Background: an optimization exercise with open tools, aiming at small area and a short achievable clock period. Do not read the settings as production practice. Only simulation tests tie the RTL to the original design; equivalence was not proved. Power is estimated from default activity; no workload was simulated.

==> flow/design.v, too long to show whole: its modules and the start of the top module <==
// module dly45ns: 14 lines
// module dly65ns: 14 lines
// module dly90ns: 14 lines
// module dly100ns: 14 lines
// module dly115ns: 14 lines
// module dly140ns: 14 lines
// module dly150ns: 14 lines
// module dly165ns: 14 lines
// module dly170ns: 14 lines
// module dly190ns: 14 lines
// module dly215ns: 14 lines
// module dly240ns: 14 lines
// module dly265ns: 14 lines
// module dly280ns: 14 lines
// module gdly0_2us: 17 lines
// module gdly1us: 17 lines
// module gdly1_5us: 17 lines
// module gdly2us: 17 lines
// module gdly2_5us: 17 lines
// module gdly100us: 17 lines
// module clk60hz: 15 lines
// module adr: 5 lines
// module pg: 14 lines
// module pa: 12 lines
// module dcd: 14 lines
// module pa_dcd: 3 lines
// module pa_dcd2: 9 lines
// module pa_dcd4: 13 lines
// module ka10: 3239 lines
// module ka10_top: 158 lines
module ka10_top(
	input wire clk,
	input wire reset,
	input wire sw_power,
	input wire key_stop_sw,
	input wire key_exa_sw,
	input wire key_ex_nxt_sw,
	input wire key_dep_sw,
	input wire key_dep_nxt_sw,
	input wire key_reset_sw,
	input wire key_exe_sw,
	input wire key_sta_sw,
	input wire key_rdi_sw,
	input wire key_cont_sw,
	input wire key_sing_inst,
	input wire key_sing_cycle,
	input wire key_adr_inst,
	input wire key_adr_rd,
	input wire key_adr_wr,
	input wire key_adr_stop,
	input wire key_adr_brk,
	input wire key_par_stop,
	input wire key_nxm_stop,
	input wire key_repeat_sw,
	input wire [0:35] ds,
	input wire [18:35] as,
	input wire sc_stop_sw,
	input wire fm_enable_sw,
	input wire key_repeat_bypass_sw,
	input wire mi_prog_dis_sw,
	input wire [3:9] rdi_sel,
	output wire membus_rd_rq,
	output wire membus_wr_rq,
	output wire membus_rq_cyc,
	output wire membus_wr_rs,
	output wire [21:35] membus_ma,
	output wire [18:21] membus_sel,
	output wire [0:35] membus_mb_out,
	input  wire membus_addr_ack,
	input  wire membus_rd_rs,
	input  wire [0:35] membus_mb_in,
	output wire iobus_iob_reset,
	output wire iobus_datao_clear,
	output wire iobus_datao_set,
	output wire iobus_cono_clear,
	output wire iobus_cono_set,
	output wire iobus_iob_fm_datai,
	output wire iobus_iob_fm_status,
	output wire iobus_rdi_pulse,
	output wire [3:9] iobus_ios,
	output wire [0:35] iobus_iob_out,
	input  wire [1:7] iobus_pi_req,
	input  wire [0:35] iobus_iob_in,
	input  wire iobus_iob_dr_split,
	input  wire iobus_rdi_data,
	output wire ind_run,
	output wire ind_pi_on,
	output wire ind_prog_stop,
	output wire ind_user,
	output wire ind_mem_stop,
	output wire [1:7] ind_pih,
	output wire [1:7] ind_pir,
	output wire [1:7] ind_pio,
	output wire [18:35] ind_pc_reg,
	output wire [0:17] ind_ir_reg,
	output wire [18:35] ind_ma_reg,
	output wire [0:35] ind_mi_reg,
	output wire ind_mi_prog
);
  // ...
==> flow/run.sh <==
#!/bin/bash
# synth_recipe.tcl (not shown) runs the flow's synth.tcl, then flattens the netlist and writes it again
# the make line also repeats each setting of config.mk as NAME=value (left out here)
make -C /OpenROAD-flow-scripts/flow DESIGN_CONFIG=/design/flow/config.mk WORK_HOME=/design/flow/orfs CLKGATE_MAP_FILE= SYNTH_SCRIPT=/design/flow/synth_recipe.tcl finish
==> flow/config.mk <==
export PLATFORM = sky130hd
export DESIGN_NAME = ka10_top
export DESIGN_NICKNAME = ka10_top
export VERILOG_FILES = /design/flow/design.v
export SDC_FILE = /design/flow/constraint.sdc
export NUM_CORES = 4
export LEC_CHECK = 0
export CAP_MARGIN = 20
export CORE_MARGIN = 2
export CORE_UTILIZATION = 40
export SLEW_MARGIN = 20
==> flow/constraint.sdc <==
create_clock -name core_clock -period 28.0 [get_ports {clk}]
set_input_delay 5.6000 -clock core_clock [delete_from_list [all_inputs] [get_ports {clk}]]
set_output_delay 5.6000 -clock core_clock [all_outputs]
set_load 0.01 [all_outputs]
==> tab_implementation.tex, run 1 <==
\begin{tabular}{lr}
\hline
Metric & Value \\
\hline
\multicolumn{2}{l}{\textbf{CTS}} \\
Maximum count of clock buffers along a single path & 3 \\
Inserted Clock Buffers & 191 \\
\multicolumn{2}{l}{\textbf{Synthesis}} \\
Fraction of the yosys area taken by sequential cells & approximately half \\
Fraction of post-synthesis cell area in the top cell type by area & 31.78\% \\
Cell area after synthesis & roughly 92000 um2 \\
Number of storage elements in the synthesis netlist & between 1500 and 2000 \\
Ys async rst share & 23.84\% \\
Most instantiated library cell after synthesis & sky130\_fd\_sc\_hd\_\_nand2\_1 \\
Cell accounting for the most synthesized area & sky130\_fd\_sc\_hd\_\_edfxtp\_1 \\
Most frequent cells after synthesis & 1136 x sky130\_fd\_sc\_hd\_\_nand2\_1, 970 x sky130\_fd\_sc\_hd\_\_edfxtp\_1, 871 x sky130\_fd\_sc\_hd\_\_nor2\_1 \\
Gate count of the mapped netlist & 9245 \\
\multicolumn{2}{l}{\textbf{Finish}} \\
Clock Buffer Count & $\sim$270 \\
Most used cells in the layout excluding fill and tap cells & 1135 x sky130\_fd\_sc\_hd\_\_nand2\_1, 970 x sky130\_fd\_sc\_hd\_\_edfxtp\_1, 850 x sky130\_fd\_sc\_hd\_\_nor2\_1, 533 x sky130\_fd\_sc\_hd\_\_a21oi\_1, 519 x sky130\_fd\_sc\_hd\_\_nand3\_1 \\
Net count reported at finish & 10140 \\
Multi-input combinational area share & approximately 40\% \\
Number of signal-net inverters in the final layout & 364 \\
Area growth syn-to-layout & 16.37\% \\
Area occupied by multi-input gates & about 42000 um2 \\
Layout Cell Area excl Fill & 106700 um2 \\
Antenna diode count & 30 \\
\multicolumn{2}{l}{\textbf{Die}} \\
Starting density of the core & approximately two fifths \\
\multicolumn{2}{l}{\textbf{Placement}} \\
Number of cells after detailed placement & roughly 12000 \\
Setup WS pre-CTS & $\sim$13000 ps \\
\multicolumn{2}{l}{\textbf{Timing}} \\
Highest achievable clock rate & 68.20 MHz \\
Slew Limit Fails & 0 \\
Minimum period implied by the final worst setup slack & $\sim$15000 ps \\
\multicolumn{2}{l}{\textbf{Critical path}} \\
Count of cells along the worst register-to-register path & 19 \\
Critical path's slowest cell & sky130\_fd\_sc\_hd\_\_nand3\_1 \\
Crit path capture type & primary output \\
Launch point of the worst path & fm\_enable\_sw \\
Cell class contributing the biggest share of worst-path delay & buffers and inverters \\
\multicolumn{2}{l}{\textbf{Drt}} \\
Total Routed Length & 395.6 mm \\
Routed metal-1 wire length & 150.6 mm \\
Ratio of routed vias to standard cells & between 6 and 7 \\
Number of DRC markers in iteration 0 & around 10000 \\
\multicolumn{2}{l}{\textbf{Power}} \\
Psw & a little over 3000 uW \\
Proportion of power drawn by the clock network & about 30\% \\
Internal & 5675 uW \\
Switching Share & between 30 and 40\% \\
\multicolumn{2}{l}{\textbf{Hold path}} \\
Classification of the worst-slack hold path & flop to flop \\
\multicolumn{2}{l}{\textbf{GRT}} \\
Congestion Overflow GR & 0 \\
Most crowded layer after global routing & met2 \\
Number of antenna violations at the first check in global routing & 56 \\
\multicolumn{2}{l}{\textbf{Run status}} \\
Result of the run & no timing/DRC/antenna violations \\
\hline
\end{tabular}
==> module pa, before the edit <==
module pa(input wire clk, input wire reset, input wire in, output wire p);
	reg [1:0] x;
	reg [1:0] init;
	always @(posedge clk or posedge reset)
		if(reset)
			init <= 0;
		else begin
			x <= { x[0], in };
			init <= { init[0], 1'b1 };
		end
	assign p = (&init) & x[0] & !x[1];
endmodule
==> module dcd, before the edit <==
module dcd(input clk, input reset, input p, input l, output q);
	reg [1:0] x;
	reg [1:0] init;
	reg [1:0] ll;
	always @(posedge clk or posedge reset)
		if(reset)
			init <= 0;
		else begin
			x <= { x[0], p };
			ll <= { ll[0], l };
			init <= { init[0], 1'b1 };
		end
	assign q = ll[1] & (&init) & x[0] & !x[1];
endmodule
==> run 2: changes to the inputs <==
--- a/flow/design.v
+++ b/flow/design.v
@@ -328,37 +328,50 @@
 			x <= 0;
 		else
 			x <= { x[0], in };
 	assign p = x[0] & !x[1];
 endmodule
 module pa(input wire clk, input wire reset, input wire in, output wire p);
 	reg [1:0] x;
 	reg [1:0] init;
+	always @(posedge clk)
+		x <= { x[0], in };
 	always @(posedge clk or posedge reset)
 		if(reset)
 			init <= 0;
-		else begin
-			x <= { x[0], in };
+		else
 			init <= { init[0], 1'b1 };
-		end
 	assign p = (&init) & x[0] & !x[1];
 endmodule
+module pa1(input wire clk, input wire reset, input wire in, output wire p);
+	reg x;
+	reg [1:0] init;
+	always @(posedge clk)
+		x <= in;
+	always @(posedge clk or posedge reset)
+		if(reset)
+			init <= 0;
+		else
+			init <= { init[0], 1'b1 };
+	assign p = (&init) & x;
+endmodule
 module dcd(input clk, input reset, input p, input l, output q);
 	reg [1:0] x;
 	reg [1:0] init;
 	reg [1:0] ll;
+	always @(posedge clk) begin
+		x <= { x[0], p };
+		ll <= { ll[0], l };
+	end
 	always @(posedge clk or posedge reset)
 		if(reset)
 			init <= 0;
-		else begin
-			x <= { x[0], p };
-			ll <= { ll[0], l };
+		else
 			init <= { init[0], 1'b1 };
-		end
 	assign q = ll[1] & (&init) & x[0] & !x[1];
 endmodule
 module pa_dcd(input clk, input reset, input p, input l, output q);
 	dcd dcd(clk, reset, p, l, q);
 endmodule
 module pa_dcd2(input clk, input reset,
 		input p1, input l1,
 		input p2, input l2,
@@ -568,20 +581,27 @@
 		key_rim, iot_f1, iot_go };
 	assign ind_nr = { nr_sh_rt_cond, nr_normal, nr_round };
 	assign ind_as = { as_eq_rla, as_eq_fma };
 	wire ma_trap_offset = 0;
 	wire ir_fp_trap_sw = 0;
 	wire pn_par_even = 0;
 	assign membus_rd_rq = mc_rd;
 	assign membus_wr_rq = mc_wr;
-	assign membus_rq_cyc = mc_req_cyc;
+	wire mc_req_cyc_v = (mc_rd | mc_wr) & mc_rq;
+	assign membus_rq_cyc = fm_enable_sw ? mc_req_cyc_v & ~ma18_31_eq_0 : mc_req_cyc_v;
 	assign membus_wr_rs = mc_wr_rs;
 	assign membus_sel = mai[18:21];
-	assign membus_ma = mai[21:35];
+	wire [32:35] mai_fma_nomem =
+		{4{fma_xr}} & ir[14:17] |
+		{4{fma_ac}} & ir[9:12] |
+		{4{fma_ac2}} & (ir[9:12]+1);
+	wire [32:35] mai_v0 = mai_fma_sel ? mai_fma_nomem : ma[32:35];
+	wire [32:35] mai_v1 = (~mai_fma_sel | mc_rq & ma18_31_eq_0) ? ma[32:35] : mai_v0;
+	assign membus_ma = { mai[21:31], fm_enable_sw ? mai_v1 : mai_v0 };
 	assign membus_fmc_select = 0;
 	assign membus_mb_out =
 		mc_membus_fm_ar1 ? ar :
 		0;
 	assign iobus_iob_poweron = sw_power;	 
 	assign iobus_iob_reset = iot_reset;	 
 	wire iob_dr_split = iobus_iob_dr_split;
 	assign iobus_ios = ir[3:9];
@@ -699,47 +719,47 @@
 		.q(kt0));
 	pa key_pa4(.clk(clk), .reset(reset), .in(kt0), .p(kt0a));
 	pa key_pa5(.clk(clk), .reset(reset),
 		.in(kt0a_D & kt1_en |
 		    knt3_D |
 		    st9 & key_sync & ~e_xctf |
 		    iob_rdi_data_posedge & key_rim),
 		.p(kt1));
-	pa key_pa6(.clk(clk), .reset(reset), .in(kt1_D), .p(kt2));
-	pa key_pa7(.clk(clk), .reset(reset), .in(kt2_D), .p(kt3));
-	pa key_pa8(.clk(clk), .reset(reset), .in(kt3_D), .p(kt3a));
+	pa1 key_pa6(.clk(clk), .reset(reset), .in(kt1_D), .p(kt2));
+	pa1 key_pa7(.clk(clk), .reset(reset), .in(kt2_D), .p(kt3));
+	pa1 key_pa8(.clk(clk), .reset(reset), .in(kt3_D), .p(kt3a));
 	pa key_pa9(.clk(clk), .reset(reset),
 		.in(kt3_D & key_start |
 		    mc_rst1 & key_f1 |
 		    kct0_D),
 		.p(kt4));
 	pa key_pa10(.clk(clk), .reset(reset),
 		.in(kt0a & (key_cont & key_mid_inst_stop |
 		            run & key_cont & ~key_mid_inst_stop) |
 		    kt3a & key_execute |
 		    kt4 |
 		    kst2 |
 		    key_run_clr & key_cont |
 		    key_rdi_done),
 		.p(key_done));
-	pa key_pa11(.clk(clk), .reset(reset),
+	pa1 key_pa11(.clk(clk), .reset(reset),
 		.in(kt0a & key_next & ~run),
 		.p(knt1));
-	pa key_pa12(.clk(clk), .reset(reset),
+	pa1 key_pa12(.clk(clk), .reset(reset),
 		.in(knt1_D),
 		.p(knt2));
-	pa key_pa13(.clk(clk), .reset(reset),
+	pa1 key_pa13(.clk(clk), .reset(reset),
 		.in(knt2_D),
 		.p(knt3));
 	pa_dcd2 key_pa14(.clk(clk), .reset(reset),
 		.p1(key_done), .l1(key_rept_sync),
 		.p2(kt0), .l2(key_repeat_bypass_sw),
 		.q(key_rept_in));
-	pa key_pa15(.clk(clk), .reset(reset),
+	pa1 key_pa15(.clk(clk), .reset(reset),
 		.in(kt0a & ~run & key_cont & ~key_mid_inst_stop),
 		.p(kct0));
 	pa_dcd2 key_pa16(.clk(clk), .reset(reset),
 		.p1(key_stop_sw), .l1(1'b1),
 		.p2(kt0), .l2(key_reset & run),
 		.q(kst1));
 	pa_dcd key_pa17(.clk(clk), .reset(reset),
 		.p(~key_at_inh), .l(key_reset),
@@ -902,32 +922,32 @@
 		end
 	end
 	reg af2;
 	wire at1;
 	wire at2;
 	wire at3;
 	wire at4;
 	wire at6;
-	pa a_pa1(.clk(clk), .reset(reset),
+	pa1 a_pa1(.clk(clk), .reset(reset),
 		.in(it1 & ~pi_rq & ir[14:17] != 0),
 		.p(at1));
 	pa a_pa2(.clk(clk), .reset(reset),
 		.in(at1_D & mc_fm_en |
 		    mc_rst1 & af2),
 		.p(at2));
 	pa a_pa3(.clk(clk), .reset(reset),
 		.in(at2_D |
 		    it1 & ~pi_rq & ir[14:17] == 0 |
 		    iot_t1),
 		.p(at3));
-	pa a_pa4(.clk(clk), .reset(reset),
+	pa1 a_pa4(.clk(clk), .reset(reset),
 		.in(at3_D & ir[13]),
 		.p(at4));
-	pa a_pa6(.clk(clk), .reset(reset),
+	pa1 a_pa6(.clk(clk), .reset(reset),
 		.in(at3_D & ~ir[13]),
 		.p(at6));
 	wire at1_D, at2_D, at3_D, at6_D;
 	dly90ns a_dly1(.clk(clk), .reset(reset),
 		.in(at1), .p(at1_D));
 	dly90ns a_dly2(.clk(clk), .reset(reset),
 		.in(at2), .p(at2_D));
 	dly90ns a_dly3(.clk(clk), .reset(reset),
@@ -972,53 +992,53 @@
 	wire fac_inh = ir_fwt_dir | ir_fwt_imm | ir_fwt_self | hwt_self |
 		ir_boole_0 | ir_boole_3 | ir_boole_14 | ir_boole_17 |
 		ir_skips | byte_ptr_inc | byte_ptr_not_inc | lb_byte_load |
 		ir_xct | ir_uuo | ir_iot | ir_254_7 | ir_jsr | ir_jsp |
 		ir_hwt & ~hwt_3_let & ~hwt_mem;
 	wire fac2 = ir_ashc | ir_rotc | ir_lshc | ir_div | ir_fdvl;
 	wire fcc_aclt = ir_jra | ir_blt;
 	wire fcc_acrt = ir_pop | ir_popj;
-	pa f_pa1(.clk(clk), .reset(reset),
+	pa1 f_pa1(.clk(clk), .reset(reset),
 		.in(at6 & fce),
 		.p(ft0));
-	pa f_pa2(.clk(clk), .reset(reset),
+	pa1 f_pa2(.clk(clk), .reset(reset),
 		.in(at6_D & fce_pse),
 		.p(ft1));
 	pa f_pa3(.clk(clk), .reset(reset),
 		.in(at6 & ~ir_fp_imm & ~fce_pse & ~fce |
 		    mc_rst1 & ff1 |
 		    ft8_D),
 		.p(ft1a));
-	pa f_pa4(.clk(clk), .reset(reset),
+	pa1 f_pa4(.clk(clk), .reset(reset),
 		.in(ft1a & ~fac_inh),
 		.p(ft2));
 	pa f_pa5(.clk(clk), .reset(reset),
 		.in(ft2_D & mc_fm_en |
 		    mc_rst1 & ff2),
 		.p(ft3));
-	pa f_pa6(.clk(clk), .reset(reset),
+	pa1 f_pa6(.clk(clk), .reset(reset),
 		.in(ft3_D & fac2),
 		.p(ft4));
-	pa f_pa7(.clk(clk), .reset(reset),
+	pa1 f_pa7(.clk(clk), .reset(reset),
 		.in(ft4_D & mc_fm_en),
 		.p(ft5));
 	pa f_pa8(.clk(clk), .reset(reset),
 		.in(ft5_D |
 		    mc_rst1 & ff4),
 		.p(ft4a));
 	pa f_pa9(.clk(clk), .reset(reset),
 		.in(ft3_D & fcc_aclt |
 		    blt_t3_D & ~pi_rq),
 		.p(ft6));
 	pa f_pa10(.clk(clk), .reset(reset),
 		.in(ft3_D & fcc_acrt |
 		    ft6_D),
 		.p(ft7));
-	pa f_pa11(.clk(clk), .reset(reset),
+	pa1 f_pa11(.clk(clk), .reset(reset),
 		.in(at6 & ir_fp_imm),
 		.p(ft8));
 	pa f_pa12(.clk(clk), .reset(reset),
 		.in(ft1a & fac_inh |
 		    ft3 & ~fac2 & ~fcc_aclt & ~fcc_acrt |
 		    ft4a),
 		.p(ft9));
 	wire ft2_D, ft3_D, ft4_D, ft5_D, ft6_D, ft8_D;
@@ -1070,20 +1090,20 @@
 	wire et0_del, et0_dela;
 	wire et1;
 	wire et2;
 	wire et2b_del;
 	pa e_pa1(.clk(clk), .reset(reset),
 		.in(ft9_D1 & ~ef0_long |
 		    ft9_D2 & ef0_long),
 		.p(et0));
-	pa e_pa2(.clk(clk), .reset(reset),
+	pa1 e_pa2(.clk(clk), .reset(reset),
 		.in(et0_del & e_long),
 		.p(et1));
-	pa e_pa3(.clk(clk), .reset(reset),
+	pa1 e_pa3(.clk(clk), .reset(reset),
 		.in(et1_D),
 		.p(et2));
 	wire et1_D;
 	dly140ns e_dly1(.clk(clk), .reset(reset), .in(et0), .p(et0_del));
 	dly165ns e_dly2(.clk(clk), .reset(reset), .in(et0), .p(et0_dela));
 	dly215ns e_dly3(.clk(clk), .reset(reset), .in(et1), .p(et1_D));
 	dly90ns e_dly4(.clk(clk), .reset(reset), .in(et2), .p(et2b_del));
 	always @(posedge clk) begin
@@ -1168,24 +1188,24 @@
 		.in(st1 & sac_inh_OR_fm_en & fce_pse & ~sar_ne_br_OR_sac2 |
 		    st2 & fce_pse),
 		.p(st5));
 	pa s_pa6(.clk(clk), .reset(reset),
 		.in(st1 & sac_inh_OR_fm_en & sce & ~sar_ne_br_OR_sac2 |
 		    st2 & ~fce_pse & sar_ne_br |
 		    st2 & sce & ~sar_ne_br),	 
 		.p(st6));
-	pa s_pa7(.clk(clk), .reset(reset),
+	pa1 s_pa7(.clk(clk), .reset(reset),
 		.in(mc_rst1 & sf6),
 		.p(st6a));
 	pa s_pa8(.clk(clk), .reset(reset),
 		.in(st6a & sac2 |
 		    st2 & ~sce_OR_fce_pse & ~sar_ne_br & sac2),
 		.p(st7));
-	pa s_pa9(.clk(clk), .reset(reset), .in(st7_D), .p(st8));
+	pa1 s_pa9(.clk(clk), .reset(reset), .in(st7_D), .p(st8));
 	pa s_pa10(.clk(clk), .reset(reset),
 		.in(st1 & ~ex_pi_sync & sac_inh_OR_fm_en &
 		          ~sce_OR_fce_pse & ~sar_ne_br_OR_sac2 |
 		    st1a |
 		    st2 & ~sce_OR_fce_pse & ~sar_ne_br_OR_sac2 |
 		    st6a & ~sac2 |
 		    st8 & mc_fm_en |
 		    mc_rst1 & sf8 |
@@ -2476,23 +2496,23 @@
 		if(reset) begin
 			jffo_f1 <= 0;
 		end
 	end
 	reg bltf1;
 	wire blt_t1;
 	wire blt_t2;
 	wire blt_t3;
-	pa blt_pa1(.clk(clk), .reset(reset),
+	pa1 blt_pa1(.clk(clk), .reset(reset),
 		.in(mc_rst1 & bltf1),
 		.p(blt_t1));
-	pa blt_pa2(.clk(clk), .reset(reset),
+	pa1 blt_pa2(.clk(clk), .reset(reset),
 		.in(blt_t1_D & ~ad[17]),
 		.p(blt_t2));
-	pa blt_pa3(.clk(clk), .reset(reset),
+	pa1 blt_pa3(.clk(clk), .reset(reset),
 		.in(blt_t1_D & ad[17]),
 		.p(blt_t3));
 	wire blt_t1_D, blt_t3_D;
 	dly265ns blt_dly1(.clk(clk), .reset(reset), .in(blt_t1), .p(blt_t1_D));
 	dly90ns blt_dly3(.clk(clk), .reset(reset), .in(blt_t3), .p(blt_t3_D));
 	always @(posedge clk) begin
 		if(mr_clr | blt_t1)
 			bltf1 <= 0;
@@ -2517,42 +2537,42 @@
 	wire byt7;
 	wire byt7a;
 	wire lbt1;
 	wire dbt1;
 	wire dbt2;
 	wire dbt3;
 	wire dbt4;
 	wire dbt5;
-	pa by_pa1(.clk(clk), .reset(reset),
+	pa1 by_pa1(.clk(clk), .reset(reset),
 		.in(et0 & byte_ptr_inc),
 		.p(byt1));
-	pa by_pa2(.clk(clk), .reset(reset),
+	pa1 by_pa2(.clk(clk), .reset(reset),
 		.in(byt1_D & scad[0]),
 		.p(byt2));
-	pa by_pa3(.clk(clk), .reset(reset), .in(byt2_D), .p(byt3));
+	pa1 by_pa3(.clk(clk), .reset(reset), .in(byt2_D), .p(byt3));
 	pa by_pa4(.clk(clk), .reset(reset),
 		.in(byt1_D & ~scad[0] |
 		    byt3_D),
 		.p(byt4));
-	pa by_pa5(.clk(clk), .reset(reset),
+	pa1 by_pa5(.clk(clk), .reset(reset),
 		.in(et0 & byte_ptr_not_inc),
 		.p(byt6));
 	pa by_pa6(.clk(clk), .reset(reset),
 		.in(byt6_D | mc_rst1 & byf4 & ~ir_ibp),
 		.p(byt7));
-	pa by_pa7(.clk(clk), .reset(reset),
+	pa1 by_pa7(.clk(clk), .reset(reset),
 		.in(sct4 & byf4),
 		.p(byt7a));
-	pa by_pa8(.clk(clk), .reset(reset), .in(sct4 & lb_byte_load), .p(lbt1));
-	pa by_pa9(.clk(clk), .reset(reset), .in(sct4 & db_byte_dep), .p(dbt1));
-	pa by_pa10(.clk(clk), .reset(reset), .in(dbt1_D), .p(dbt2));
-	pa by_pa11(.clk(clk), .reset(reset), .in(dbt2_D), .p(dbt3));
-	pa by_pa12(.clk(clk), .reset(reset), .in(dbt3_D), .p(dbt4));
-	pa by_pa13(.clk(clk), .reset(reset), .in(dbt4_D), .p(dbt5));
+	pa1 by_pa8(.clk(clk), .reset(reset), .in(sct4 & lb_byte_load), .p(lbt1));
+	pa1 by_pa9(.clk(clk), .reset(reset), .in(sct4 & db_byte_dep), .p(dbt1));
+	pa1 by_pa10(.clk(clk), .reset(reset), .in(dbt1_D), .p(dbt2));
+	pa1 by_pa11(.clk(clk), .reset(reset), .in(dbt2_D), .p(dbt3));
+	pa1 by_pa12(.clk(clk), .reset(reset), .in(dbt3_D), .p(dbt4));
+	pa1 by_pa13(.clk(clk), .reset(reset), .in(dbt4_D), .p(dbt5));
 	wire byt1_D, byt2_D, byt3_D, byt6_D, byt7a_D;
 	wire dbt1_D, dbt2_D, dbt3_D, dbt4_D;
 	dly215ns by_dly1(.clk(clk), .reset(reset), .in(byt1), .p(byt1_D));
 	dly90ns by_dly2(.clk(clk), .reset(reset), .in(byt2), .p(byt2_D));
 	dly115ns by_dly3(.clk(clk), .reset(reset), .in(byt3), .p(byt3_D));
 	dly190ns by_dly4(.clk(clk), .reset(reset), .in(byt6), .p(byt6_D));
 	dly65ns by_dly5(.clk(clk), .reset(reset), .in(byt7a), .p(byt7a_D));
 	dly115ns by_dly6(.clk(clk), .reset(reset), .in(dbt1), .p(dbt1_D));
@@ -2622,32 +2642,32 @@
 		.p(~iot_restart_dly), .l(1'b1),
 		.q(iot_t3));
 	dcd iot_dcd4(.clk(clk), .reset(reset),
 		.p(~iot_data_dly), .l(1'b1),
 		.q(iot_t4));
 	dcd iot_dcd5(.clk(clk), .reset(reset),
 		.p(~key_rdi_dly), .l(1'b1),
 		.q(iot_rdi_pulse));
-	pa iot_pa1(.clk(clk), .reset(reset),
+	pa1 iot_pa1(.clk(clk), .reset(reset),
 		.in(iot_t4_D & iot_consx),
 		.p(iot_t5));
-	pa iot_pa2(.clk(clk), .reset(reset),
+	pa1 iot_pa2(.clk(clk), .reset(reset),
 		.in(mc_rst1 & iot_f1),
 		.p(iot_t1));
-	pa iot_pa3(.clk(clk), .reset(reset),
+	pa1 iot_pa3(.clk(clk), .reset(reset),
 		.in(iot_t2 & iot_datao),
 		.p(iot_datao_clr));
-	pa iot_pa4(.clk(clk), .reset(reset),
+	pa1 iot_pa4(.clk(clk), .reset(reset),
 		.in(iot_t2 & iot_cono),
 		.p(iot_cono_clr));
-	pa iot_pa5(.clk(clk), .reset(reset),
+	pa1 iot_pa5(.clk(clk), .reset(reset),
 		.in(iot_t3 & iot_datao),
 		.p(iot_datao_set));
-	pa iot_pa6(.clk(clk), .reset(reset),
+	pa1 iot_pa6(.clk(clk), .reset(reset),
 		.in(iot_t3 & iot_cono),
 		.p(iot_cono_set));
 	pa iot_pa7(.clk(clk), .reset(reset),
 		.in(mr_start |
 		    cpa_cono_set & iob[19]),
 		.p(iot_reset));
 	wire iot_t4_D;
 	gdly1us iot_dly1(.clk(clk), .reset(reset),
@@ -2878,30 +2898,30 @@
 	wire sc_sbr_et0 = db_byte_dep | lb_byte_load | sr_go_right;
 	wire srt1;
 	wire sct0;
 	wire sct1;
 	wire sct2;
 	wire sct3;
 	wire sct4;
 	wire sct4_del;
-	pa sr_pa1(.clk(clk), .reset(reset), .in(et0_D & sr_go_left), .p(srt1));
+	pa1 sr_pa1(.clk(clk), .reset(reset), .in(et0_D & sr_go_left), .p(srt1));
 	pa sc_pa2(.clk(clk), .reset(reset),
 		.in(et0_D & sc_sbr_et0 |
 		    srt1 |
 		    byt7 |
 		    mst1 |
 		    dst2 |
 		    fat5),
 		.p(sct0));
 	pa sc_pa3(.clk(clk), .reset(reset),
 		.in((sct0_D | sct3_D) & ~sc_stop & sc[0] |
 		    kt0a & sc_stop),
 		.p(sct1));
-	pa sc_pa4(.clk(clk), .reset(reset),
+	pa1 sc_pa4(.clk(clk), .reset(reset),
 		.in(sct1 & (ad_br_p_en | ad_br_m_en)),
 		.p(sct2));
 	pa sc_pa5(.clk(clk), .reset(reset),
 		.in(sct1 & ~ad_br_p_en & ~ad_br_m_en |
 		    sct2_D),
 		.p(sct3));
 	pa sc_pa6(.clk(clk), .reset(reset),
 		.in((sct0_D | sct3_D) & ~sc[0]),
@@ -2929,22 +2949,22 @@
 	wire mpt3;
 	wire mpt4;
 	wire mst0;
 	wire mst1;
 	pa ms_pa1(.clk(clk), .reset(reset),
 		.in(et0 & ir_xmul |
 		    fmt1_D),
 		.p(mst0));
-	pa ms_pa2(.clk(clk), .reset(reset), .in(mst0_D), .p(mst1));
-	pa ms_pa3(.clk(clk), .reset(reset),
+	pa1 ms_pa2(.clk(clk), .reset(reset), .in(mst0_D), .p(mst1));
+	pa1 ms_pa3(.clk(clk), .reset(reset),
 		.in(sct4_del & mpf1),
 		.p(mpt2));
-	pa ms_pa4(.clk(clk), .reset(reset), .in(mpt2_D & ~ir[6]), .p(mpt3));
-	pa ms_pa5(.clk(clk), .reset(reset), .in(mpt3_D), .p(mpt4));
+	pa1 ms_pa4(.clk(clk), .reset(reset), .in(mpt2_D & ~ir[6]), .p(mpt3));
+	pa1 ms_pa5(.clk(clk), .reset(reset), .in(mpt3_D), .p(mpt4));
 	wire mst0_D, mpt2_D, mpt3_D;
 	dly115ns ms_dly1(.clk(clk), .reset(reset), .in(mst0), .p(mst0_D));
 	dly115ns ms_dly2(.clk(clk), .reset(reset), .in(mpt2), .p(mpt2_D));
 	dly165ns ms_dly3(.clk(clk), .reset(reset), .in(mpt3), .p(mpt3_D));
 	always @(posedge clk) begin
 		if(mr_clr) begin
 			mpf1 <= 0;
 			mpf2 <= 0;
@@ -2978,49 +2998,49 @@
 	wire dst2;
 	wire dst3;
 	wire dst4;
 	wire dst5;
 	wire dst5_del;
 	wire dst7;
 	wire div_low_zero_cond = ir[1] & ad_cry[1] | ~ir[0] & ad[8:35] == 0;
 	wire dsf7_XOR_br0 = dsf7 ^ br[0];
-	pa div_pa1(.clk(clk), .reset(reset),
+	pa1 div_pa1(.clk(clk), .reset(reset),
 		.in(et0 & ir_div_OR_fdvl),
 		.p(div_t0));
 	pa div_pa2(.clk(clk), .reset(reset),
 		.in(et2 & ir_idiv |
 		    div_t4_del & ~ir_fdvl |
 		    fdt5),
 		.p(dst1));
-	pa div_pa3(.clk(clk), .reset(reset),
+	pa1 div_pa3(.clk(clk), .reset(reset),
 		.in(et2 & ir_div_OR_fdvl & dsf7),
 		.p(div_t1));
-	pa div_pa4(.clk(clk), .reset(reset),
+	pa1 div_pa4(.clk(clk), .reset(reset),
 		.in(div_t1_D),
 		.p(div_t3));
 	pa div_pa5(.clk(clk), .reset(reset),
 		.in(div_t3 | et2 & ir_div_OR_fdvl & ~dsf7),
 		.p(div_t4));
-	pa div_pa6(.clk(clk), .reset(reset),
+	pa1 div_pa6(.clk(clk), .reset(reset),
 		.in(dst1_D & ad[0]),
 		.p(dst2));
-	pa div_pa7(.clk(clk), .reset(reset),
+	pa1 div_pa7(.clk(clk), .reset(reset),
 		.in(dst1_D & ~ad[0]),
 		.p(dst7));
-	pa div_pa8(.clk(clk), .reset(reset),
+	pa1 div_pa8(.clk(clk), .reset(reset),
 		.in(sct4_del & dsf1),
 		.p(dst3));
-	pa div_pa9(.clk(clk), .reset(reset),
+	pa1 div_pa9(.clk(clk), .reset(reset),
 		.in(dst3_D),
 		.p(dst4));
-	pa div_pa10(.clk(clk), .reset(reset),
+	pa1 div_pa10(.clk(clk), .reset(reset),
 		.in(dst4_D),
 		.p(dst5));
-	pa div_pa11(.clk(clk), .reset(reset),
+	pa1 div_pa11(.clk(clk), .reset(reset),
 		.in(dst5_del & ir[1]),
 		.p(div_t5));
 	wire div_t1_D, dst1_D, dst3_D, dst4_D;
 	dly240ns div_dly1(.clk(clk), .reset(reset), .in(div_t1), .p(div_t1_D));
 	dly115ns div_dly2(.clk(clk), .reset(reset), .in(div_t4), .p(div_t4_del));
 	dly280ns div_dly3(.clk(clk), .reset(reset), .in(dst1), .p(dst1_D));
 	dly240ns div_dly4(.clk(clk), .reset(reset), .in(dst3), .p(dst3_D));
 	dly240ns div_dly5(.clk(clk), .reset(reset), .in(dst4), .p(dst4_D));
@@ -3065,43 +3085,43 @@
 	wire nlt4;
 	pa pa_nrt1(.clk(clk), .reset(reset),
 		.in(et2 & ir_fsc |
 		    nrt7 |
 		    fmt3 |
 		    fat8 |
 		    fdt6),
 		.p(nrt0));
-	pa pa_nrt2(.clk(clk), .reset(reset),
+	pa1 pa_nrt2(.clk(clk), .reset(reset),
 		.in(nrt0_del & nr_sh_rt_cond),
 		.p(nrt10));
-	pa pa_nrt3(.clk(clk), .reset(reset),
+	pa1 pa_nrt3(.clk(clk), .reset(reset),
 		.in(nrt0_del & ~nr_all_zero),
 		.p(nrt1));
 	pa pa_nrt4(.clk(clk), .reset(reset),
 		.in((nrt1_D | nrt2_D) & ~nr_normal),
 		.p(nrt2));
 	pa pa_nrt5(.clk(clk), .reset(reset),
 		.in((nrt1_D | nrt2_D) & nr_normal),
 		.p(nrt3));
-	pa pa_nrt6(.clk(clk), .reset(reset),
+	pa1 pa_nrt6(.clk(clk), .reset(reset),
 		.in(nrt3_D & ~nr_round),
 		.p(nrt4));
-	pa pa_nrt7(.clk(clk), .reset(reset), .in(nrt4_D), .p(nrt5));
-	pa pa_nrt8(.clk(clk), .reset(reset),
+	pa1 pa_nrt7(.clk(clk), .reset(reset), .in(nrt4_D), .p(nrt5));
+	pa1 pa_nrt8(.clk(clk), .reset(reset),
 		.in(nrt3_D & nr_round),
 		.p(nrt6));
-	pa pa_nrt9(.clk(clk), .reset(reset), .in(nrt6_D), .p(nrt7));
-	pa pa_nrt10(.clk(clk), .reset(reset),
+	pa1 pa_nrt9(.clk(clk), .reset(reset), .in(nrt6_D), .p(nrt7));
+	pa1 pa_nrt10(.clk(clk), .reset(reset),
 		.in(nrt5 & ~ir_fdvx & ir_fp_long),
 		.p(nlt0));
-	pa pa_nrt11(.clk(clk), .reset(reset), .in(nlt0_D), .p(nlt1));
-	pa pa_nrt12(.clk(clk), .reset(reset), .in(nlt1_D), .p(nlt2));
-	pa pa_nrt13(.clk(clk), .reset(reset), .in(nlt2_D), .p(nlt3));
-	pa pa_nrt14(.clk(clk), .reset(reset), .in(nlt3_D), .p(nlt4));
+	pa1 pa_nrt11(.clk(clk), .reset(reset), .in(nlt0_D), .p(nlt1));
+	pa1 pa_nrt12(.clk(clk), .reset(reset), .in(nlt1_D), .p(nlt2));
+	pa1 pa_nrt13(.clk(clk), .reset(reset), .in(nlt2_D), .p(nlt3));
+	pa1 pa_nrt14(.clk(clk), .reset(reset), .in(nlt3_D), .p(nlt4));
 	pa pa_nrt15(.clk(clk), .reset(reset),
 		.in(nlt4 |
 		    nrt0_del & nr_all_zero |
 		    nrt5 & ~ir_fdvx & ~ir_fp_long),
 		.p(nrt99));
 	wire nrt1_D, nrt2_D, nrt3_D, nrt4_D, nrt6_D;
 	wire nlt0_D, nlt1_D, nlt2_D, nlt3_D;
 	dly215ns pa_dly1(.clk(clk), .reset(reset), .in(nrt0), .p(nrt0_del));
@@ -3143,21 +3163,21 @@
 	wire fpt3_del;
 	wire fmt1;
 	wire fmt3;
 	pa fp_pa1(.clk(clk), .reset(reset),
 		.in(et0_del & ir_fdv_NOT_l |
 		    et0 & ir_fmp |
 		    div_t4_del & ir_fdvl),
 		.p(fpt0));
-	pa fp_pa2(.clk(clk), .reset(reset), .in(fpt0_D), .p(fpt1));
-	pa fp_pa3(.clk(clk), .reset(reset), .in(fpt1_D), .p(fpt2));
-	pa fp_pa4(.clk(clk), .reset(reset), .in(fpt2_D), .p(fpt3));
-	pa fm_pa1(.clk(clk), .reset(reset), .in(fpt3_del & ~ir[5]), .p(fmt1));
-	pa fm_pa2(.clk(clk), .reset(reset), .in(sct4_del & ir_fmp), .p(fmt3));
+	pa1 fp_pa2(.clk(clk), .reset(reset), .in(fpt0_D), .p(fpt1));
+	pa1 fp_pa3(.clk(clk), .reset(reset), .in(fpt1_D), .p(fpt2));
+	pa1 fp_pa4(.clk(clk), .reset(reset), .in(fpt2_D), .p(fpt3));
+	pa1 fm_pa1(.clk(clk), .reset(reset), .in(fpt3_del & ~ir[5]), .p(fmt1));
+	pa1 fm_pa2(.clk(clk), .reset(reset), .in(sct4_del & ir_fmp), .p(fmt3));
 	wire fpt0_D, fpt1_D, fpt2_D;
 	wire fmt1_D;
 	dly140ns fp_dly1(.clk(clk), .reset(reset), .in(fpt0), .p(fpt0_D));
 	dly140ns fp_dly2(.clk(clk), .reset(reset), .in(fpt1), .p(fpt1_D));
 	dly140ns fp_dly3(.clk(clk), .reset(reset), .in(fpt2), .p(fpt2_D));
 	dly65ns fp_dly4(.clk(clk), .reset(reset), .in(fpt3), .p(fpt3_del));
 	dly90ns fm_dly1(.clk(clk), .reset(reset), .in(fmt1), .p(fmt1_D));
 	reg faf1;
@@ -3165,33 +3185,33 @@
 	wire fat2;
 	wire fat3;
 	wire fat3a;
 	wire fat4;
 	wire fat5;
 	wire fat6;
 	wire fat7;
 	wire fat8;
-	pa fa_pa1(.clk(clk), .reset(reset),
+	pa1 fa_pa1(.clk(clk), .reset(reset),
 		.in(et0_del & (ir_fad | ir_fsb | ir_ufa)),
 		.p(fat1));
-	pa fa_pa2(.clk(clk), .reset(reset), .in(fat1_D), .p(fat2));
-	pa fa_pa3(.clk(clk), .reset(reset), .in(fat2_D), .p(fat3));
-	pa fa_pa4(.clk(clk), .reset(reset), .in(fat3 & sc0_eq_ar0), .p(fat3a));
-	pa fa_pa5(.clk(clk), .reset(reset),
+	pa1 fa_pa2(.clk(clk), .reset(reset), .in(fat1_D), .p(fat2));
+	pa1 fa_pa3(.clk(clk), .reset(reset), .in(fat2_D), .p(fat3));
+	pa1 fa_pa4(.clk(clk), .reset(reset), .in(fat3 & sc0_eq_ar0), .p(fat3a));
+	pa1 fa_pa5(.clk(clk), .reset(reset),
 		.in(fat3_D & sc[0] & (~sc[1] | ~sc[2])),	 
 		.p(fat4));
-	pa fa_pa6(.clk(clk), .reset(reset),
+	pa1 fa_pa6(.clk(clk), .reset(reset),
 		.in(fat3_D & (~sc[0] | sc[1] & sc[2])),		 
 		.p(fat5));
 	pa fa_pa7(.clk(clk), .reset(reset),
 		.in(sct4 & faf1 | fat4),
 		.p(fat6));
-	pa fa_pa8(.clk(clk), .reset(reset), .in(fat6_D), .p(fat7));
-	pa fa_pa9(.clk(clk), .reset(reset), .in(fat7_D), .p(fat8));
+	pa1 fa_pa8(.clk(clk), .reset(reset), .in(fat6_D), .p(fat7));
+	pa1 fa_pa9(.clk(clk), .reset(reset), .in(fat7_D), .p(fat8));
 	wire fat1_D, fat2_D, fat3_D, fat6_D, fat7_D;
 	dly190ns fa_dly1(.clk(clk), .reset(reset), .in(fat1), .p(fat1_D));
 	dly165ns fa_dly2(.clk(clk), .reset(reset), .in(fat2), .p(fat2_D));
 	dly140ns fa_dly3(.clk(clk), .reset(reset), .in(fat3), .p(fat3_D));
 	dly165ns fa_dly4(.clk(clk), .reset(reset), .in(fat6), .p(fat6_D));
 	dly140ns fa_dly5(.clk(clk), .reset(reset), .in(fat7), .p(fat7_D));
 	always @(posedge clk) begin
 		if(mr_clr | fat6)
@@ -3214,40 +3234,40 @@
 	wire fdt8;
 	wire fdt8_del;
 	wire fdt9;
 	wire fdt10;
 	wire fdt11;
 	wire fdt12;
 	wire fdt13;
 	wire fdt14;
-	pa fd_pa1(.clk(clk), .reset(reset),
+	pa1 fd_pa1(.clk(clk), .reset(reset),
 		.in(fpt3_del & ir[5]),
 		.p(fdt1));
-	pa fd_pa2(.clk(clk), .reset(reset),
+	pa1 fd_pa2(.clk(clk), .reset(reset),
 		.in(fdt1_D & ~ar[0]),
 		.p(fdt2));
-	pa fd_pa3(.clk(clk), .reset(reset), .in(fdt2_D), .p(fdt3));
+	pa1 fd_pa3(.clk(clk), .reset(reset), .in(fdt2_D), .p(fdt3));
 	pa fd_pa4(.clk(clk), .reset(reset),
 		.in(fdt1_D & ar[0] |
 		    fdt3),
 		.p(fdt4));
-	pa fd_pa5(.clk(clk), .reset(reset), .in(fdt4_D), .p(fdt5));
-	pa fd_pa6(.clk(clk), .reset(reset), .in(dst5_del & ~ir[1]), .p(fdt6));
-	pa fd_pa7(.clk(clk), .reset(reset), .in(nrt5 & ir_fdvx), .p(fdt7));
-	pa fd_pa8(.clk(clk), .reset(reset), .in(fdt7_D), .p(fdt8));
-	pa fd_pa9(.clk(clk), .reset(reset), .in(fdt8_del & ir_fdvl), .p(fdt9));
-	pa fd_pa10(.clk(clk), .reset(reset), .in(fdt9_D & mc_fm_en), .p(fdt10));
+	pa1 fd_pa5(.clk(clk), .reset(reset), .in(fdt4_D), .p(fdt5));
+	pa1 fd_pa6(.clk(clk), .reset(reset), .in(dst5_del & ~ir[1]), .p(fdt6));
+	pa1 fd_pa7(.clk(clk), .reset(reset), .in(nrt5 & ir_fdvx), .p(fdt7));
+	pa1 fd_pa8(.clk(clk), .reset(reset), .in(fdt7_D), .p(fdt8));
+	pa1 fd_pa9(.clk(clk), .reset(reset), .in(fdt8_del & ir_fdvl), .p(fdt9));
+	pa1 fd_pa10(.clk(clk), .reset(reset), .in(fdt9_D & mc_fm_en), .p(fdt10));
 	pa fd_pa11(.clk(clk), .reset(reset),
 		.in(fdt10_D |
 		    mc_rst1 & fdf1),
 		.p(fdt11));
-	pa fd_pa12(.clk(clk), .reset(reset), .in(fdt11_D), .p(fdt12));
-	pa fd_pa13(.clk(clk), .reset(reset), .in(fdt12_D), .p(fdt13));
-	pa fd_pa14(.clk(clk), .reset(reset), .in(fdt13_D), .p(fdt14));
+	pa1 fd_pa12(.clk(clk), .reset(reset), .in(fdt11_D), .p(fdt12));
+	pa1 fd_pa13(.clk(clk), .reset(reset), .in(fdt12_D), .p(fdt13));
+	pa1 fd_pa14(.clk(clk), .reset(reset), .in(fdt13_D), .p(fdt14));
 	wire fdt1_D, fdt2_D, fdt4_D, fdt7_D, fdt9_D;
 	wire fdt10_D, fdt11_D, fdt12_D, fdt13_D;
 	dly280ns fd_dly1(.clk(clk), .reset(reset), .in(fdt1), .p(fdt1_D));
 	dly115ns fd_dly2(.clk(clk), .reset(reset), .in(fdt2), .p(fdt2_D));
 	dly90ns fd_dly3(.clk(clk), .reset(reset), .in(fdt4), .p(fdt4_D));
 	dly190ns fd_dly4(.clk(clk), .reset(reset), .in(fdt7), .p(fdt7_D));
 	dly90ns fd_dly5(.clk(clk), .reset(reset), .in(fdt8), .p(fdt8_del));
 	dly115ns fd_dly6(.clk(clk), .reset(reset), .in(fdt9), .p(fdt9_D));
@@ -3286,17 +3306,17 @@
 		.p(mit0));
 	pa mi_pa3(.clk(clk), .reset(reset),
 		.in(mit0_D |
 		    st1 & as_eq_fma & ~sac_inh |
 		    st8 & as_eq_fma |
 		    mc_rst0 & as_cond & ~mc_rd),
 		.p(mit1));
 	wire mit0_D;
-	pa mi_dly1(.clk(clk), .reset(reset), .in(mit0), .p(mit0_D));
+	pa1 mi_dly1(.clk(clk), .reset(reset), .in(mit0), .p(mit0_D));
 	always @(posedge clk) begin
 		if(mr_pwr_clr)
 			mi <= 0;
 		if(mi_load)
 			mi <= ar;
 		if(mr_start | key_f1 | mi_prog_dis_sw)
 			mi_prog <= 0;
 		if(iot_datao_set & mi_prog_en)
@@ -3423,17 +3443,17 @@
 		.p(mc_rd_rq_pulse));
 	pa mc_pa2(.clk(clk), .reset(reset),
 		.in(mc_fm_wr_rq |
 		    mc_rdwr_rs & mc_split_cyc_sync |
 		    kt3 & key_dep_OR_dep_nxt |
 		    et2 & ir_blt |
 		    st6),
 		.p(mc_wr_rq_pulse));
-	pa mc_pa3(.clk(clk), .reset(reset),
+	pa1 mc_pa3(.clk(clk), .reset(reset),
 		.in(ft1 & ~mc_split_cyc_sync & ~ma18_31_eq_0),
 		.p(mc_rdwr_rq_pulse));
 	pa mc_pa4(.clk(clk), .reset(reset),
 		.in(et0 & iot_blk |
 		    st5 |
 		    byt4),
 		.p(mc_rdwr_rs));
 	pa mc_pa5(.clk(clk), .reset(reset),
@@ -3441,17 +3461,17 @@
 		.p(mc_fm_rd_rq));
 	pa mc_pa6(.clk(clk), .reset(reset),
 		.in(st1 & ~sac_inh_OR_fm_en |
 		    st8 & ~mc_fm_en),
 		.p(mc_fm_wr_rq));
 	pa mc_pa7(.clk(clk), .reset(reset),
 		.in(mc_rd_rq_pulse | mc_wr_rq_pulse | mc_rdwr_rq_pulse),
 		.p(mc_rq_pulse));
-	pa mc_pa8(.clk(clk), .reset(reset),
+	pa1 mc_pa8(.clk(clk), .reset(reset),
 		.in(mc_rq_pulse_D2 & ex_user & pra_ill_adr),
 		.p(mc_illeg_adr));
 	pa mc_pa9(.clk(clk), .reset(reset),
 		.in(mc_rq_pulse_D2 & ex_user & ~pra_ill_adr & ~ma18_31_eq_0 |
 		    mc_rq_pulse_D1 & (~ex_user | ma18_31_eq_0)),
 		.p(mc_rq_set));
 	pa mc_pa10(.clk(clk), .reset(reset),
 		.in(fmat2 | mai_cmc_adr_ack | mc_nxm_rst),
@@ -3459,40 +3479,40 @@
 	pa mc_pa11(.clk(clk), .reset(reset),
 		.in(mai_cmc_rd_rs),
 		.p(mc_rd_rs));
 	pa mc_pa12(.clk(clk), .reset(reset),
 		.in(kt3 & key_execute |
 		    mc_rdwr_rs_D & ~mc_split_cyc_sync |
 		    mc_adr_ack & (fma_ma_en | mc_wr & ~mc_rd)),
 		.p(mc_wr_rs));
-	pa mc_pa13(.clk(clk), .reset(reset),
+	pa1 mc_pa13(.clk(clk), .reset(reset),
 		.in(mc_wr_rs),
 		.p(mc_membus_fm_ar1));
-	pa mc_pa14(.clk(clk), .reset(reset),
+	pa1 mc_pa14(.clk(clk), .reset(reset),
 		.in(mc_wr_rs_D),
 		.p(mc_bus_wr_rs));
 	pa mc_pa15(.clk(clk), .reset(reset),
 		.in(mc_rd_rs_D & (~pn_par_even | mc_ignore_parity) & ~mc_stop & mc_par_stop |
 		    mai_cmc_rd_rs & ~mc_stop & ~mc_par_stop |
 		    mc_wr_rs & ~mc_stop |
 		    mc_nxm_rd & ~mc_stop |
 		    kt0a & mc_stop & key_cont
 		),
 		.p(mc_rst0));
-	pa mc_pa16(.clk(clk), .reset(reset),
+	pa1 mc_pa16(.clk(clk), .reset(reset),
 		.in(mc_rst0_D),
 		.p(mc_rst1));
 	pa_dcd mc_pa17(.clk(clk), .reset(reset),
 		.p(~mc_rq_pulse_D3), .l(mc_rq & ~mc_stop),
 		.q(mc_non_ex_mem));
-	pa mc_pa18(.clk(clk), .reset(reset),
+	pa1 mc_pa18(.clk(clk), .reset(reset),
 		.in(mc_non_ex_mem & ~key_nxm_stop),
 		.p(mc_nxm_rst));
-	pa mc_pa19(.clk(clk), .reset(reset),
+	pa1 mc_pa19(.clk(clk), .reset(reset),
 		.in(mc_nxm_rst & mc_rd),
 		.p(mc_nxm_rd));
 	wire mc_rq_pulse_D1, mc_rq_pulse_D2, mc_rq_pulse_D3;
 	wire mc_wr_rs_D, mc_rd_rs_D, mc_rdwr_rs_D;
 	wire mc_rst0_D;
 	dly45ns mc_dly1(.clk(clk), .reset(reset), .in(mc_rq_pulse), .p(mc_rq_pulse_D1));
 	dly140ns mc_dly2(.clk(clk), .reset(reset), .in(mc_rq_pulse), .p(mc_rq_pulse_D2));
 	dly215ns mc_dly3(.clk(clk), .reset(reset), .in(mc_rq_pulse), .p(mc_stop_set));
@@ -3570,20 +3590,20 @@
 		{4{fma_ac2_en}} & (ir[9:12]+1);
 	wire [0:35] fm = fmem[fma];
 	wire fmat1;
 	wire fmat2;
 	wire fma_fm_arJ =
 		fmat1 & mc_wr |
 		st1 & mc_fm_en & ~sac_inh |
 		st8 & mc_fm_en;
-	pa fma_pa1(.clk(clk), .reset(reset),
+	pa1 fma_pa1(.clk(clk), .reset(reset),
 		.in(mc_rq_set_D & fma_ma_en),
 		.p(fmat1));
-	pa fma_pa2(.clk(clk), .reset(reset),
+	pa1 fma_pa2(.clk(clk), .reset(reset),
 		.in(fmat1_D),
 		.p(fmat2));
 	wire mc_rq_set_D, fmat1_D;
 	dly115ns fma_dly1(.clk(clk), .reset(reset), .in(mc_rq_set), .p(mc_rq_set_D));
 	dly65ns fma_dly2(.clk(clk), .reset(reset), .in(fmat1), .p(fmat1_D));
 	always @(posedge clk) begin
 		if(mr_clr | at4 | byt7a) begin
 			fma_xr <= 1;
==> run 2 against run 1 <==
Area after synthesis fell by 7.4%. Clock-buffer cell count did not move. Final cell count fell by 3.1%. Still clean on timing, DRC and antenna.
==> tab_implementation.tex, run 2 <==
\begin{tabular}{lr}
\hline
Metric & Value \\
\hline
\multicolumn{2}{l}{\textbf{Finish}} \\
Number of flip-flops under the largest register name & roughly 580 \\
Largest reg by FF count & ka10.fmem \\
Area growth syn-to-layout & 16.80\% \\
Commonest non-fill, non-tap cell in the layout & sky130\_fd\_sc\_hd\_\_nand2\_1 \\
Most used cells in the layout excluding fill and tap cells & 1279 x sky130\_fd\_sc\_hd\_\_nand2\_1, 827 x sky130\_fd\_sc\_hd\_\_nor2\_1, 651 x sky130\_fd\_sc\_hd\_\_dfxtp\_1, 625 x sky130\_fd\_sc\_hd\_\_a21oi\_1, 576 x sky130\_fd\_sc\_hd\_\_edfxtp\_1 \\
Net count reported at finish & 9940 (-2.0\%) \\
Fraction of layout cells with a size suffix above 1 & roughly 8.7\% \\
Final instance count without filler cells & roughly 12000 \\
\multicolumn{2}{l}{\textbf{Synthesis}} \\
Primary FF master, synth & sky130\_fd\_sc\_hd\_\_dfxtp\_1 \\
Cell accounting for the most synthesized area & sky130\_fd\_sc\_hd\_\_edfxtp\_1 \\
Fraction of the yosys area taken by sequential cells & 48.46\% (-2.9 points) \\
Fraction of post-synthesis cell area in the top cell type by area & 20.37\% (-11 points) \\
Number of enable flip-flop cells after synthesis & 576 \\
Most frequent cells after synthesis & 1280 x sky130\_fd\_sc\_hd\_\_nand2\_1, 829 x sky130\_fd\_sc\_hd\_\_nor2\_1, 666 x sky130\_fd\_sc\_hd\_\_dfxtp\_1 \\
Ys Warns & 26 \\
Cell area after synthesis & 84900 um2 (-7.4\%) \\
Ys async rst share & 25.27\% (+1.4 points) \\
Post-synthesis cell type count & approximately 120 \\
Gate count of the mapped netlist & 9119 (-1.4\%) \\
Syn\_area\_per\_cell & between 9 and 10 um2 \\
Dominant cells by area after synthesis & sky130\_fd\_sc\_hd\_\_edfxtp\_1 20\%, sky130\_fd\_sc\_hd\_\_dfxtp\_1 16\%, sky130\_fd\_sc\_hd\_\_dfrtp\_1 12\%, sky130\_fd\_sc\_hd\_\_nand2\_1 5.7\%, sky130\_fd\_sc\_hd\_\_ha\_1 5.2\% \\
Number of storage elements in the synthesis netlist & 1662 (-5.7\%) \\
Net Count, Synth & a little under 10000 \\
Most instantiated library cell after synthesis & sky130\_fd\_sc\_hd\_\_nand2\_1 \\
\multicolumn{2}{l}{\textbf{Timing}} \\
Slew Limit Fails & 0 (unchanged) \\
Setup repair after global routing missed its margin & no \\
Transition at the pin with the smallest max-transition slack & 1254 ps \\
Final WS setup & about 14000 ps \\
Finish-stage setup viols & 0 \\
Crit share post-route & just under 50\% \\
Hold Vio Cnt, Final & 0 \\
Fin Clk Skew & about 100 ps \\
Minimum period implied by the final worst setup slack & 13780 ps (-885.9 ps) \\
Sum Neg Setup Slack & 0 ps \\
Highest achievable clock rate & 72.59 MHz (+6.4\%) \\
Worst slew margin & between 15 and 20\% \\
\multicolumn{2}{l}{\textbf{CTS}} \\
CTS clk-pin slew, worst paths & around 60 ps \\
Inserted Clock Buffers & 184 (-3.7\%) \\
Clock Sinks & between 1500 and 2000 \\
Number of H-tree levels & 4 \\
Insertion delay of the later-clocked pin in the worst-skew pair & between 900 and 1000 ps \\
CTS tree & built \\
Post-cts repair resize count & 0 \\
Maximum count of clock buffers along a single path & 3 (unchanged) \\
Number of buffers inserted for hold repair after clock tree synthesis & 0 \\
Post CTS Setup Buffer Count & 0 \\
Library cell used as clock root buffer & sky130\_fd\_sc\_hd\_\_clkbuf\_16 \\
\multicolumn{2}{l}{\textbf{Die}} \\
Starting density of the core & 40.15\% (-0.14 points) \\
Die area & approximately 220000 um2 \\
Total core area & around 210000 um2 \\
Site Rows & between 150 and 200 \\
Width of the die & roughly 460 um \\
Die height & between 400 and 500 um \\
I/O pin count & a little under 400 \\
\multicolumn{2}{l}{\textbf{Hold path}} \\
Start point of the worst hold path & ka10.s\_pa3.x[0] \\
Hold worst-path end & ka10.s\_pa3.x[1] \\
Hold depth & 0 \\
Classification of the worst-slack hold path & flop to flop \\
\multicolumn{2}{l}{\textbf{Critical path}} \\
Reg-to-reg endpoint & ka10.pc[20] \\
Count of cells along the worst register-to-register path & 17 (-2) \\
Startpoint type of the worst setup path & primary input \\
Critical path arrival & 8180 ps \\
Class of the most critical setup path & primary input to primary output \\
Critical path, cell by cell & clkdlybuf4s50\_1, buf\_4, and2\_1, nand2\_1, buf\_4, and2\_0, mux2\_2, clkdlybuf4s50\_1 \\
CP Data Required Time & between 20000 and 25000 ps \\
Crit path capture type & primary output \\
Crit Path Max Fanout & 13 \\
Largest stage delay, worst path & $\sim$480 ps \\
Setup slack of the worst register-to-register path & roughly 20000 ps \\
Critical path's slowest cell & sky130\_fd\_sc\_hd\_\_clkdlybuf4s50\_1 \\
Launching point of the worst reg2reg path & ka10.ar[33] \\
\multicolumn{2}{l}{\textbf{GRT}} \\
Congestion Overflow GR & 0 (unchanged) \\
Overall track demand over capacity in global routing & about a third \\
Number of antenna violations at the first check in global routing & 53 (-5.4\%) \\
Number of global-route vias before repair & approximately 72000 \\
Wire length of the first global-routing pass & 526.4 mm \\
Largest net degree at the start of global routing & roughly 140 \\
\multicolumn{2}{l}{\textbf{Drt}} \\
Ratio of routed vias to standard cells & 6.212 (-0.32\%) \\
Total Routed Length & 372.2 mm (-5.9\%) \\
Number of search-and-repair iterations in the first detailed-routing pass & 9 \\
Number of DRC markers in iteration 0 & 10530 (+2.5\%) \\
Residual DRC & 0 \\
Routed via count & about 77000 \\
Number of nets with antenna violations after detailed routing & 0 \\
Routed length per placed instance & between 20 and 30 um \\
\multicolumn{2}{l}{\textbf{Placement}} \\
HPWL after detailed placement & 264.3 mm \\
Setup WS pre-CTS & 14290 ps (+893.4 ps) \\
Number of cells after detailed placement & 12050 (-3.1\%) \\
Number of buffers added on ports & 397 \\
Placer Congestion & around 1 \\
\multicolumn{2}{l}{\textbf{Flow run}} \\
MaxCap Viol Count & 0 \\
\multicolumn{2}{l}{\textbf{Run status}} \\
Result of the run & no timing/DRC/antenna violations \\
\multicolumn{2}{l}{\textbf{Power}} \\
PwrDens & between 60 and 70 nW/um2 \\
Peak supply drop & about 0.07 mV \\
Leakage power summed over all cells & approximately 0.040 uW \\
\hline
\end{tabular}
## run 2: cell types whose count changed after synthesis, moves of 51 or more
cell                       previous run  this run
sky130_fd_sc_hd__edfxtp_1           970       576
sky130_fd_sc_hd__dfxtp_1            372       666
sky130_fd_sc_hd__nand2_1           1136      1280
sky130_fd_sc_hd__a21oi_1            533       628
sky130_fd_sc_hd__nor3b_1            147        71
sky130_fd_sc_hd__nor2b_1            122        60
sky130_fd_sc_hd__and3_1             134       195
sky130_fd_sc_hd__nand3b_1           133        78
sky130_fd_sc_hd__and2_1             115        64
## run 2: kinds of logic (layout without fill, tap and decap cells)
| group | count (synthesis) | after routing | share of synthesized area, % |
|---|---|---|---|
| and+or+nand+nor | 3684 | 3684 | 20.40 |
| AOI/OAI and AO/OA | 1960 | 1960 | 15.51 |
| DFF | 1662 | 1662 | 48.46 |
| buffers and inverters | 896 | 1349 | 4.029 |
| adders and majority gates | 355 | 355 | 5.276 |
| xor gates and xnor gates | 314 | 314 | 3.256 |
| muxes | 247 | 247 | 3.073 |
| other | 1 | 30 | 0.004417 |
## run 2: routing by layer
metal	GRT usage [%]	wire length, um	vias up	share of wire (%)
met5	0	234	-	0.063
met4	21.30	27070	28	7.3
met3	8.365	39780	1149	11
met2	49.56	159900	4616	43
met1	43.25	145200	37970	39
li1	-	-	33410	-
## run 2: how the worst max path moves through the flow
stage	to	slack [ps]	depth (start not counted)	start
after global routing	membus_ma[35]	14190	8	fm_enable_sw
after floorplan	ka10.a_dly1.r[0]	4910	5	reset
after detailed placement	membus_ma[35]	14290	8	fm_enable_sw
after CTS	membus_ma[35]	14270	8	fm_enable_sw
after global placement	membus_ma[35]	14290	8	fm_enable_sw
final	membus_ma[35]	14220	8	fm_enable_sw
## run 2: layout make-up
cell class / count / area [um2]
clock buffer: 267 / 5321
timing repair buffer: 659 / 6000
multi-input combinational: 6561 / 40750
clock inverter: 77 / 1020
fill: 20000 / 112300
sequential: 1662 / 41160
antenna: 29 / 72.57
inverter: 346 / 1306
tap: 2821 / 3530
## run 2: worst max-delay path: cells and delay by family
kind	cells	cell delay, ps
buffers and inverters	4	1490
AND/OR/NAND/NOR	3	670
multiplexers	1	390
## run 2: where the power goes
group,total [uW],internal [uW],switching (uW)
clock,2520,1450,1080
sequential,3020,2770,259
combinational,1260,474,787
total,6810,4690,2120
## run 2: stage by stage
stage / cell area [um2] / hold slack, ps / total power, uW / utilization (%)
CTS: 99030 / 299.3 / 6802 / 46.83
global route: 99110 / 313.7 / 7067 / 46.87
detailed placement: 92690 / 312.1 / 4291 / 43.84
global placement: 92650 / 312.1 / 4220 / 43.82
finish: 99160 / 305.3 / 6808 / 46.89
floorplan: 84900 / 309.6 / 3764 / -

-- what the ideal ports hide --
How much do the figures lean on ideal ports? The routed layouts below were timed once more, with nothing changed but the port constraints. Step 1 assumes that a clkbuf_16 drives the clock port and a buf_2 every other input. Step 2 adds t to the input delays and takes it off the output delays; t is the mean of the earliest and latest rising clock arrival at the registers after step 1. Input paths then give back, and output paths get back, about the clock's delay inside the block. Slacks: no drivers / after step 1 / after step 2; pairs: no drivers / after step 1.
| run | shift t [ns] | setup slack, ns | latest minus earliest clock arrival (ns) | worst data-port slew with drivers (ns) |
|---|---|---|---|---|
| run 1 | 0.955 | 13.338 / 13.310 / 13.310 | 0.054 / 0.054 | 0.17 |
| run 2 | 0.948 | 14.224 / 14.198 / 14.198 | 0.103 / 0.103 | 0.14 |
After both steps every run listed still meets setup and hold. For run 1, which loses most, drivers alone change the setup slack by -0.028 ns; drivers and shift together by -0.028 ns.
